From an optimization exercise on the open Yosys and OpenROAD flow, aimed at small area; shortcuts taken in it are not production practice.
Only simulation tests tie the RTL to the original design; equivalence was not proved.
No activity file was given, so power comes from the tool's default toggle rates.

$ cat design.v
module router_fifo(clk,resetn,soft_reset,write_enb,read_enb,lfd_state,data_in,data_out,full,empty);
input clk,resetn,soft_reset,write_enb,read_enb,lfd_state;
input [7:0]data_in;
output reg [7:0]data_out;
output full,empty;
reg [8:0]mem[15:0];
reg [4:0]wr_pt,rd_pt;
reg [6:0]counter;
reg lfd_state_s;
integer i;
always@(posedge clk)
	begin
		if(!resetn)
			lfd_state_s<=0;
		else
			lfd_state_s<=lfd_state;
	end
always@(posedge clk)
begin
   if(!resetn)
   counter<=0;
   else if(soft_reset)
   counter<=0;
   else if(read_enb && !empty)
	begin
		if(mem[rd_pt[3:0]][8]==1'b1)
			counter<=mem[rd_pt[3:0]] [7:2]+1'b1;
	else if(counter!=0)
			counter<=counter-1'b1;
   end
end	
always@(posedge clk)
begin
   if(!resetn)
   data_out<=8'd0;
   else if(soft_reset)
   data_out<=8'd0;  
   else
   begin
     if(counter==7'd0 && data_out!=8'd0)
	 data_out<=8'd0;  
	 else if(read_enb && !empty)
	 data_out<=mem[rd_pt[3:0]][7:0];
	end
end	
always@(posedge clk)
begin
  if(!resetn)
  begin
  for(i=0;i<16;i=i+1)
  mem[i]<=0;
  end
   else if(soft_reset)
   begin
   for(i=0;i<16;i=i+1)
   mem[i]<=0;
   end
   else
   begin
    if(write_enb && !full)
	mem[wr_pt[3:0]]<={lfd_state_s,data_in};
   end
end
always@(posedge clk)
begin
 if(!resetn)
 begin
   wr_pt<=5'd0;
   rd_pt<=5'd0;
 end
  else if(soft_reset)
  begin
   wr_pt<=5'd0;
   rd_pt<=5'd0;
  end
  else
  begin
   if(!full && write_enb)
		wr_pt<=wr_pt+1'b1;
   else
		wr_pt<=wr_pt;
   if(!empty && read_enb)
		rd_pt<=rd_pt+	'b1;
   else
		rd_pt<=rd_pt;
   end
end
assign full=(wr_pt=={~rd_pt[4],rd_pt[3:0]}) ? 1'b1:1'b0;
assign empty=(wr_pt==rd_pt) ? 1'b1:1'b0;
endmodule
module router_sync(clk,reset_in,detect_add,write_en_reg,read_en_0,read_en_1,read_en_2,empty_0,empty_1,empty_2,
full_0,full_1,full_2,data_in,write_en,soft_rst_0,soft_rst_1,soft_rst_2,fifo_full,valid_out_0,valid_out_1,valid_out_2);
input clk,reset_in,detect_add,write_en_reg,read_en_0,read_en_1,read_en_2,empty_0,empty_1,empty_2,full_0,full_1,full_2;
input [1:0]data_in;
output reg [2:0]write_en;
output reg soft_rst_0,soft_rst_1,soft_rst_2;
output reg fifo_full;
output valid_out_0,valid_out_1,valid_out_2;
reg [1:0]temp_reg;  
reg [4:0]timer_0,timer_1,timer_2;  
always@(posedge clk)
	begin
		if(!reset_in)
			temp_reg<=2'b00;
		else if(detect_add)
				temp_reg<=data_in;
	end
always@(*)
	begin
		if(write_en_reg)
			begin
				case(temp_reg)
				2'b00:write_en=3'b001;
				2'b01:write_en=3'b010;
				2'b10:write_en=3'b100;
				default:write_en=3'b000;
				endcase
			end
		else
			write_en=3'b000;
	end
always@(*)
	begin
		case(temp_reg)
		2'b00:fifo_full=full_0;
		2'b01:fifo_full=full_1;
		2'b10:fifo_full=full_2;
		default:fifo_full=1'b0;
		endcase
	end
always@(posedge clk)
	begin
		soft_rst_0<=1'b0;
		timer_0<=5'd0;
		if(!reset_in)
			begin
				soft_rst_0<=1'b0;
				timer_0<=5'd0;
			end
		else if(valid_out_0)
				begin
					if(!read_en_0)
						begin
							if(timer_0==5'd29)
							begin
								soft_rst_0<=1'b1;
								timer_0<=5'd0;
							end
								else
									begin
										soft_rst_0<=1'b0;
										timer_0<=timer_0+5'd1;
									end
						end
				end
	end
always@(posedge clk)
	begin
		soft_rst_1<=1'b0;
		timer_1<=5'd0;
		if(!reset_in)
			begin
				soft_rst_1<=1'b0;
				timer_1<=5'd0;
			end
		else if(valid_out_1)
				begin
					if(!read_en_1)
						begin
							if(timer_1==5'd29)
							begin
								soft_rst_1<=1'b1;
								timer_1<=5'd0;
							end
								else
									begin
										soft_rst_1<=1'b0;
										timer_1<=timer_1+5'd1;
									end
						end
				end
	end
always@(posedge clk)
	begin
		soft_rst_2<=1'b0;
		timer_2<=5'd0;
		if(!reset_in)
			begin
				soft_rst_2<=1'b0;
				timer_2<=5'd0;
			end
		else if(valid_out_2)
				begin
					if(!read_en_2)
						begin
							if(timer_2==5'd29)
							begin
								soft_rst_2<=1'b1;
								timer_2<=5'd0;
							end
								else
									begin
										soft_rst_2<=1'b0;
										timer_2<=timer_2+5'd1;
									end
						end
				end
	end
assign valid_out_0=~empty_0;
assign valid_out_1=~empty_1;
assign valid_out_2=~empty_2;
endmodule						
module router_fsm(clk,resetn,data_in,pkt_valid,parity_done,soft_reset_0,soft_reset_1,soft_reset_2,
fifo_full,low_pkt_valid,fifo_empty_0,fifo_empty_1,fifo_empty_2,detect_add,ld_state,laf_state,full_state,
write_enb_reg,rst_int_reg,lfd_state,busy);
input clk,resetn,pkt_valid,parity_done,soft_reset_0,soft_reset_1,soft_reset_2,fifo_full,low_pkt_valid,
fifo_empty_0,fifo_empty_1,fifo_empty_2;
input [1:0]data_in;
output  busy,detect_add,ld_state,laf_state,full_state,write_enb_reg,rst_int_reg,lfd_state;
reg [1:0]addr;
parameter Decode_address=3'b000,
		  Load_first_data=3'b001,
		  Load_data=3'b010,
		  Fifo_full_state=3'b011,
		  Load_after_full=3'b100,
		  Load_parity=3'b101,
		  Check_parity_error=3'b110,
		  Wait_till_empty=3'b111;
reg [2:0]present_state,next_state;
always@(posedge clk)
	begin
		if(!resetn)
			present_state<=Decode_address;
		else
		begin
			if((soft_reset_0&&(data_in==2'b00))||(soft_reset_1&&(data_in==2'b01))||(soft_reset_2&&(data_in==2'b10)))
				present_state<=Decode_address;
			else
				present_state<=next_state;
		end
	end
always@(posedge clk)
	begin
		if(!resetn)
			addr<=2'b00;
		else
			begin
			if((soft_reset_0&&(data_in==2'b00))||
			   (soft_reset_1&&(data_in==2'b01))||
			   (soft_reset_2&&(data_in==2'b10)))
			     addr<=2'b00;
			else if(detect_add)
					addr<=data_in;
			end
    end
always@(*)
	begin
		next_state=present_state;
			begin
				case(present_state)
					Decode_address : begin
									if(((pkt_valid)&&(data_in==2'b00)&&fifo_empty_0)||
										((pkt_valid)&&(data_in==2'b01)&&fifo_empty_1)||
										((pkt_valid)&&(data_in==2'b10)&&fifo_empty_2))
										next_state=Load_first_data;
									else if(((pkt_valid)&&(data_in==2'b00)&&(~fifo_empty_0))||
										((pkt_valid)&&(data_in==2'b01)&&(~fifo_empty_1))||
										((pkt_valid)&&(data_in==2'b10)&&(~fifo_empty_2)))
											next_state=Wait_till_empty;
									else
										next_state=Decode_address;
									end
					Load_first_data:next_state=Load_data;
					Load_data      :begin
									if(fifo_full)
										next_state=Fifo_full_state;
									else if((!fifo_full)&&!pkt_valid)
										next_state=Load_parity;
									else
										next_state=Load_data;
									end
					Fifo_full_state:begin
									if(!fifo_full)
										next_state=Load_after_full;
									else
										next_state=Fifo_full_state;
									end
					Load_after_full:begin
									if((!parity_done)&&(!low_pkt_valid))
										next_state=Load_data;
									else if((!parity_done)&&(low_pkt_valid))
										next_state=Load_parity;
									else if(parity_done)
										next_state=Decode_address;
									end
					Wait_till_empty:begin
									if((fifo_empty_0 && addr==2'b00 )||
									   (fifo_empty_1 && addr==2'b01 )||
										(fifo_empty_2 && addr==2'b10 ))
										 next_state=Load_first_data;
									else
										next_state=Wait_till_empty;
									end
					Load_parity: next_state=Check_parity_error;
					Check_parity_error:begin
										if(!fifo_full)
										  next_state=Decode_address;
										else
										  next_state=Fifo_full_state;
										 end
					default: next_state=Decode_address;
				endcase
			end
	end
assign detect_add=(present_state==Decode_address)?1'b1:1'b0;
assign lfd_state=(present_state==Load_first_data)?1'b1:1'b0;
assign ld_state=(present_state==Load_data)?1'b1:1'b0;
assign full_state=(present_state==Fifo_full_state)?1'b1:1'b0;
assign laf_state=(present_state==Load_after_full)?1'b1:1'b0;
assign rst_int_reg=(present_state==Check_parity_error)?1'b1:1'b0;
assign write_enb_reg=((present_state==Load_data)||
					(present_state==Load_after_full)||
					(present_state==Load_parity))?1'b1:1'b0;
assign busy=((present_state==Load_first_data)||
			(present_state==Fifo_full_state)||
			(present_state==Load_after_full)||
			(present_state==Load_parity)||
			(present_state==Check_parity_error)||
			(present_state==Wait_till_empty))?1'b1:1'b0;
endmodule
module router_reg(clk,resetn,pkt_valid,data_in,fifo_full,rst_in_reg,detect_add,
ld_state,laf_state,full_state,lfd_state,parity_done,low_pkt_valid,err,d_out);
input clk,resetn,pkt_valid,fifo_full,rst_in_reg,detect_add,ld_state,laf_state,full_state,lfd_state;
input [7:0]data_in;
output reg parity_done,low_pkt_valid,err;
output reg [7:0]d_out;
reg [7:0]Internal_parity,Packet_parity,Header_byte,fifo_full_state_byte;
always@(posedge clk)
	begin
		if(!resetn)
			d_out<=8'd0;
		else if(lfd_state)
			d_out<=Header_byte;
		else if(ld_state && ~fifo_full)
			d_out<=data_in;
		else if(laf_state)
			d_out<=fifo_full_state_byte;
		else
			d_out<=d_out;
	end
always@(posedge clk)
	begin
		if(!resetn)
			{Header_byte,fifo_full_state_byte}<=16'b0;
		else
			begin
				if(pkt_valid && detect_add)
					Header_byte<=data_in;
				else if(ld_state && fifo_full)
					fifo_full_state_byte<=data_in;
			end
	end
always@(posedge clk)
	begin
		if(!resetn)
			Internal_parity<=0;
		else if(detect_add)
			Internal_parity<=0;
		else if(lfd_state)
			Internal_parity<=Header_byte;
		else if(ld_state && pkt_valid && !full_state)
			Internal_parity<=Internal_parity^data_in;
		else if(!pkt_valid && rst_in_reg)
			Internal_parity<=0;
	end
always@(posedge clk)
	begin
		if(!resetn)
			parity_done<=0;
		else begin
			if(ld_state && !pkt_valid && !fifo_full)
				parity_done<=1'b1;
			else if(laf_state && !parity_done && low_pkt_valid)
				parity_done<=1;
			else
				begin
					if(detect_add)
						parity_done<=0;
				end
			end
	end
always@(posedge clk)
	begin
		if(!resetn)
			low_pkt_valid<=0;
		else
			begin
				if(rst_in_reg)
					low_pkt_valid<=0;
				else if(!pkt_valid && ld_state)
					low_pkt_valid<=1'b1;
			end
	end
always@(posedge clk)
	begin
		if(!resetn)
			Packet_parity<=0;
		else if((ld_state && !pkt_valid && !fifo_full)||
				(laf_state && low_pkt_valid && !parity_done))
				Packet_parity<=data_in;
		else if(!pkt_valid && rst_in_reg)
				Packet_parity<=0;
		else
			begin
				if(detect_add)
					Packet_parity<=0;
			end
	end
always@(posedge clk)
	begin
		if(!resetn)
			err<=0;
		else
			begin
				if(parity_done==1'b1 && (Internal_parity != Packet_parity))
					err<=1'b1;
				else
					err<=0;
			end
	end
endmodule
module router_top(
input clk,resetn,read_enb_0,read_enb_1,read_enb_2,pkt_valid,
input [7:0]data_in,
output valid_out_0,valid_out_1,valid_out_2,error,busy,
output [7:0]data_out_0,data_out_1,data_out_2
);
wire w,w1,w2,w3,w4,w5,w6,w7,w8,w9,w10,w11,w12,w13,w14,w15;
wire [2:0]full;
wire [2:0]write_enb;
wire [7:0]data;
router_fsm	fsm1(.clk(clk) ,.resetn(resetn) ,.data_in(data_in[1:0]) ,.pkt_valid(pkt_valid) ,.parity_done(w1) ,.soft_reset_0(w2) ,.soft_reset_1(w3) ,.soft_reset_2(w4)
,.fifo_full(w5) ,.low_pkt_valid(w6) ,.fifo_empty_0(w7) ,.fifo_empty_1(w8) ,.fifo_empty_2(w9) ,.detect_add(w10) ,.ld_state(w11) ,.laf_state(w12) ,.full_state(w13)
,.write_enb_reg(w) ,.rst_int_reg(w14) ,.lfd_state(w15) ,.busy(busy));
router_sync	sync1(.clk(clk) ,.reset_in(resetn) ,.detect_add(w10) ,.write_en_reg(w) ,.read_en_0(read_enb_0) ,.read_en_1(read_enb_1) ,.read_en_2(read_enb_2)
 ,.empty_0(w7) ,.empty_1(w8) ,.empty_2(w9) ,.full_0(full[0]) ,.full_1(full[1]) ,.full_2(full[2]) ,.data_in(data_in[1:0]) ,.write_en(write_enb),
 .soft_rst_0(w2) ,.soft_rst_1(w3) ,.soft_rst_2(w4) ,.fifo_full(w5) ,.valid_out_0(valid_out_0) ,.valid_out_1(valid_out_1) ,.valid_out_2(valid_out_2));
 router_reg	register(.clk(clk) ,.resetn(resetn) ,.pkt_valid(pkt_valid) ,.data_in(data_in) ,.fifo_full(w5) ,.rst_in_reg(w14) ,
 .detect_add(w10) ,.ld_state(w11) ,.laf_state(w12) ,.full_state(w13) ,.lfd_state(w15) ,.parity_done(w1) ,.low_pkt_valid(w6) ,.err(error) ,.d_out(data));
 router_fifo	fifo1(.clk(clk) ,.resetn(resetn) ,.soft_reset(w2) ,.write_enb(write_enb[0]) ,.read_enb(read_enb_0) ,.lfd_state(w15) ,.data_in(data) ,.data_out(data_out_0) ,
 .full(full[0]) ,.empty(w7));
 router_fifo	fifo2(.clk(clk) ,.resetn(resetn) ,.soft_reset(w3) ,.write_enb(write_enb[1]) ,.read_enb(read_enb_1) ,.lfd_state(w15) ,.data_in(data) ,.data_out(data_out_1) ,
 .full(full[1]) ,.empty(w8));
 router_fifo	fifo3(.clk(clk) ,.resetn(resetn) ,.soft_reset(w4) ,.write_enb(write_enb[2]) ,.read_enb(read_enb_2) ,.lfd_state(w15) ,.data_in(data) ,.data_out(data_out_2) ,
 .full(full[2]) ,.empty(w9));
 endmodule
$ cat run.sh
#!/bin/bash
# synth_recipe.tcl (not shown) runs the flow's synth.tcl, then flattens the netlist and writes it again
# the make line also repeats each setting of config.mk as NAME=value (left out here)
make -C /OpenROAD-flow-scripts/flow DESIGN_CONFIG=/design/flow/config.mk WORK_HOME=/design/flow/orfs CLKGATE_MAP_FILE= SYNTH_SCRIPT=/design/flow/synth_recipe.tcl finish
$ cat config.mk
export PLATFORM = sky130hd
export DESIGN_NAME = router_top
export DESIGN_NICKNAME = router_top
export VERILOG_FILES = /design/flow/design.v
export SDC_FILE = /design/flow/constraint.sdc
export NUM_CORES = 4
export LEC_CHECK = 0
export CAP_MARGIN = 20
export CORE_MARGIN = 2
export CORE_UTILIZATION = 40
export SLEW_MARGIN = 20
$ cat constraint.sdc
create_clock -name core_clock -period 5.0 [get_ports {clk}]
set_input_delay 1.0000 -clock core_clock [delete_from_list [all_inputs] [get_ports {clk}]]
set_output_delay 1.0000 -clock core_clock [all_outputs]
set_load 0.01 [all_outputs]
==> impl_metrics.toml <==
[floorplan]
dieArea_um2 = 70300
start_util_pct = 40.5
coreArea_um2 = 67400
io_pins = 43
dieHeight_um = 265
num_rows = 95
die_x_um = 265

[clock_tree]
clk_pin_slew_ns = 0.05
cts_buffer_depth = 3
clock-root-buffer = "clkbuf_16"
clk_latency_ns = 0.62
numCtsBuffers = 67
cts_tree = "done"
cts.sinks = 588
htree_levels = 3
cts_resized = 0
postCtsSetupRepairBufs = 0
holdBufCountCts = 0

[global_routing]
grt_pass1_wl_mm = 101
grt_use_total_pct = 18.8
grt_start_max_net_pins = 49
grt_pass1_vias = 17045
grt_antenna_before_repair = 0
overflow = 0

[placed_design]
gp_congestion = 0.832
post-dp-hpwl_mm = 42.6
port_buffers = 42

[setup_path]
path_class = "flip-flop to output port"
crit_path_max_fanout = 9
critPathLaunchType = "flip-flop"
cp.required_ns = 4.00
cp_data_arrival_time_ns = 2.79
cp-end-kind = "output port"

[yosys]
ys_ff_latch = 588
synth_top_area_share_pct = 47.5
yosysWarnings = 4
ys_async_sr_fraction_pct = 0
avgSynthCellArea_um2 = 12.7
synth_ff_type = "edfxtp_1"
ys_seq_area_share_pct = 59.0
synthesis.area_um2 = 27300
synth_nets = 2185
synth_edf_count = 432
synthCells = 2141
netlist_top_cells_area = "edfxtp_1, dfxtp_1, mux4_2, and2_1, and3_1"
ys_types = 74
yosys.area.top_type = "edfxtp_1"

[timing]
relSlewSlack_pct = 25.5
hold_viol_final = 0
fin_crit_sh_pct = 75.7
setup_violations = 0
max_freq_mhz = 264
fin_worst_skew_ns = 0.0294
fin_setup_tns_ns = 0
fin_crit_ns = 3.79
tightest_slew_ns = 1.12
rsz0062_at_grt = "false"
final_max_slew_viol_count = 0

[route]
firstDrtPassIters = 5
drc = 0
vias = 17014
wirelength_mm = 65.4
drt_first_iter_violations = 1381
viasPerCell = 5.51
post_drt_wl_per_cell_um = 21.2
antenna_left = 0

[finish]
syn2layout_area_growth_pct = 13.1
fin_nets = 2207
drive_above_1_share_pct = 13.9
diodes = 0
top_regs = "fifo1.mem: 144 flops, fifo2.mem: 144 flops, fifo3.mem: 144 flops"

[pwr]
p_per_area_nw_per_um2 = 427
totalPowerFinal_mw = 13.2
peakVddDrop_mv = 0.264
p_leak_nw = 11.5

[job]
drv_cap = 0

[min_path]
holdCritPathClass = "flip-flop to flip-flop"

[status]
status = "complete, no violations"
==> per-layer routing <==
metal / vias up / wire length (um) / global-route usage [%]
met4: 0 / 1830 / 6.20
met2: 496 / 31400 / 30.6
met3: 112 / 3470 / 2.95
met5: - / 0 / 0
li1: 7900 / - / -
met1: 8506 / 28800 / 25.9
==> cells in the final DEF (no fill, tap or decap), types with 5 or more instances in the layout <==
| cell type | count |
|---|---|
| buf_4 | 66 |
| o21ai_1 | 7 |
| and2_1 | 295 |
| nor2_1 | 135 |
| clkbuf_16 | 69 |
| xor2_1 | 50 |
| clkinv_1 | 6 |
| ha_1 | 29 |
| inv_1 | 23 |
| clkbuf_1 | 11 |
| or3_1 | 9 |
| o21ai_0 | 55 |
| a21boi_0 | 13 |
| a22oi_1 | 30 |
| clkdlybuf4s50_1 | 41 |
| mux4_2 | 117 |
| edfxtp_1 | 432 |
| clkbuf_8 | 12 |
| a21oi_1 | 46 |
| clkinv_2 | 10 |
| and3_1 | 150 |
| nand2_1 | 169 |
| a221oi_1 | 7 |
| dfxtp_1 | 151 |
| or4_1 | 7 |
| o211ai_1 | 10 |
| and4_1 | 5 |
| dfxtp_2 | 5 |
| nand2b_1 | 21 |
| a31oi_1 | 13 |
| mux2i_1 | 31 |
| nand4_1 | 12 |
| xnor2_1 | 15 |
| o32ai_1 | 5 |
| mux4_1 | 6 |
| nand3_1 | 35 |
| nor3_1 | 24 |
| nor2b_1 | 18 |
==> logic make-up after synthesis <==
kind of cell / synth area share [%]
buf+inv: 2.93
compound gates: 5.16
flops: 59.0
mux: 11.4
fa+ha+maj: 1.38
simple gates: 18.1
xor+xnor: 2.09
==> power breakdown <==
group	switching [mW]	internal [mW]
combinational	1.59	0.898
sequential	0.278	5.51
clock	2.02	2.90
==> through the flow <==
stage	worst slack (ns)	cell area [um^2]	util (%)	cells	hold slack, ns
floorplan	2.10	27300	-	2141	0.433
global placement	1.51	28600	42.5	2967	0.448
detailed placement	1.31	28600	42.5	2967	0.462
CTS	1.11	30900	45.8	3089	0.471
global route	0.931	30900	45.8	3089	0.492
finish	1.21	30900	45.8	3089	0.468
==> path summary, 6_finish.rpt <==
kind              slack, ns  depth (start not counted)                         to                       from
hold reg to reg        0.47                          2  register.Packet_parity[0]  register.Packet_parity[0]
setup / recovery       1.21                          4                valid_out_1             fifo2.wr_pt[3]
setup reg to reg       1.29                          7            fifo1.mem[3][4]      fsm1.present_state[1]
hold / removal         0.47                          2  register.Packet_parity[0]  register.Packet_parity[0]
==> area by class of cell <==
type	count	area [um^2]
sequential	588	16100
tap	873	1090
multi-input combinational	1374	10400
inverter	23	86.3
clock buffer	92	1930
fill	5926	36500
timing repair buffer	109	931
clock inverter	30	312
==> cell usage after synthesis, types with 31 or more instances <==
cell type  count
dfxtp_1      156
clkbuf_1     115
mux4_2       117
mux2i_1       31
nand3_1       35
edfxtp_1     432
and3_1       150
nor2_1       135
o21ai_0       56
a21oi_1       47
nand2_1      169
xor2_1        50
and2_1       295
==> worst max-delay path, cell delays in order (launching register included) <==
cell	delay, ns
dfxtp_1	0.55
xor2_1	0.13
nor4_2	0.71
nand2_1	0.25
clkdlybuf4s50_1	0.55

-- static timing again, ports no longer ideal --
No port has a modelled driver above. Below, the same layout with a new extraction and two added sets of constraints.
Step 1: set_driving_cell puts a clkbuf_16 on clk and a buf_2 on each other input, an assumption about the parent block.
Step 2, shift: input delay + t, output delay - t, t = (earliest + latest rising clock arrival at the registers) / 2. This alone moves slack from input paths to output paths.
a / b / c = ideal ports / drivers / drivers and shift; a / b = the first two.
t, ns: 0.669
setup slack, ns: 1.213 / 1.154 / 1.271
worst data-port slew with drivers (ns): 0.07
After both steps this run still meets setup and hold. For this run, drivers alone change the setup slack by -0.059 ns; drivers and shift together by +0.058 ns.
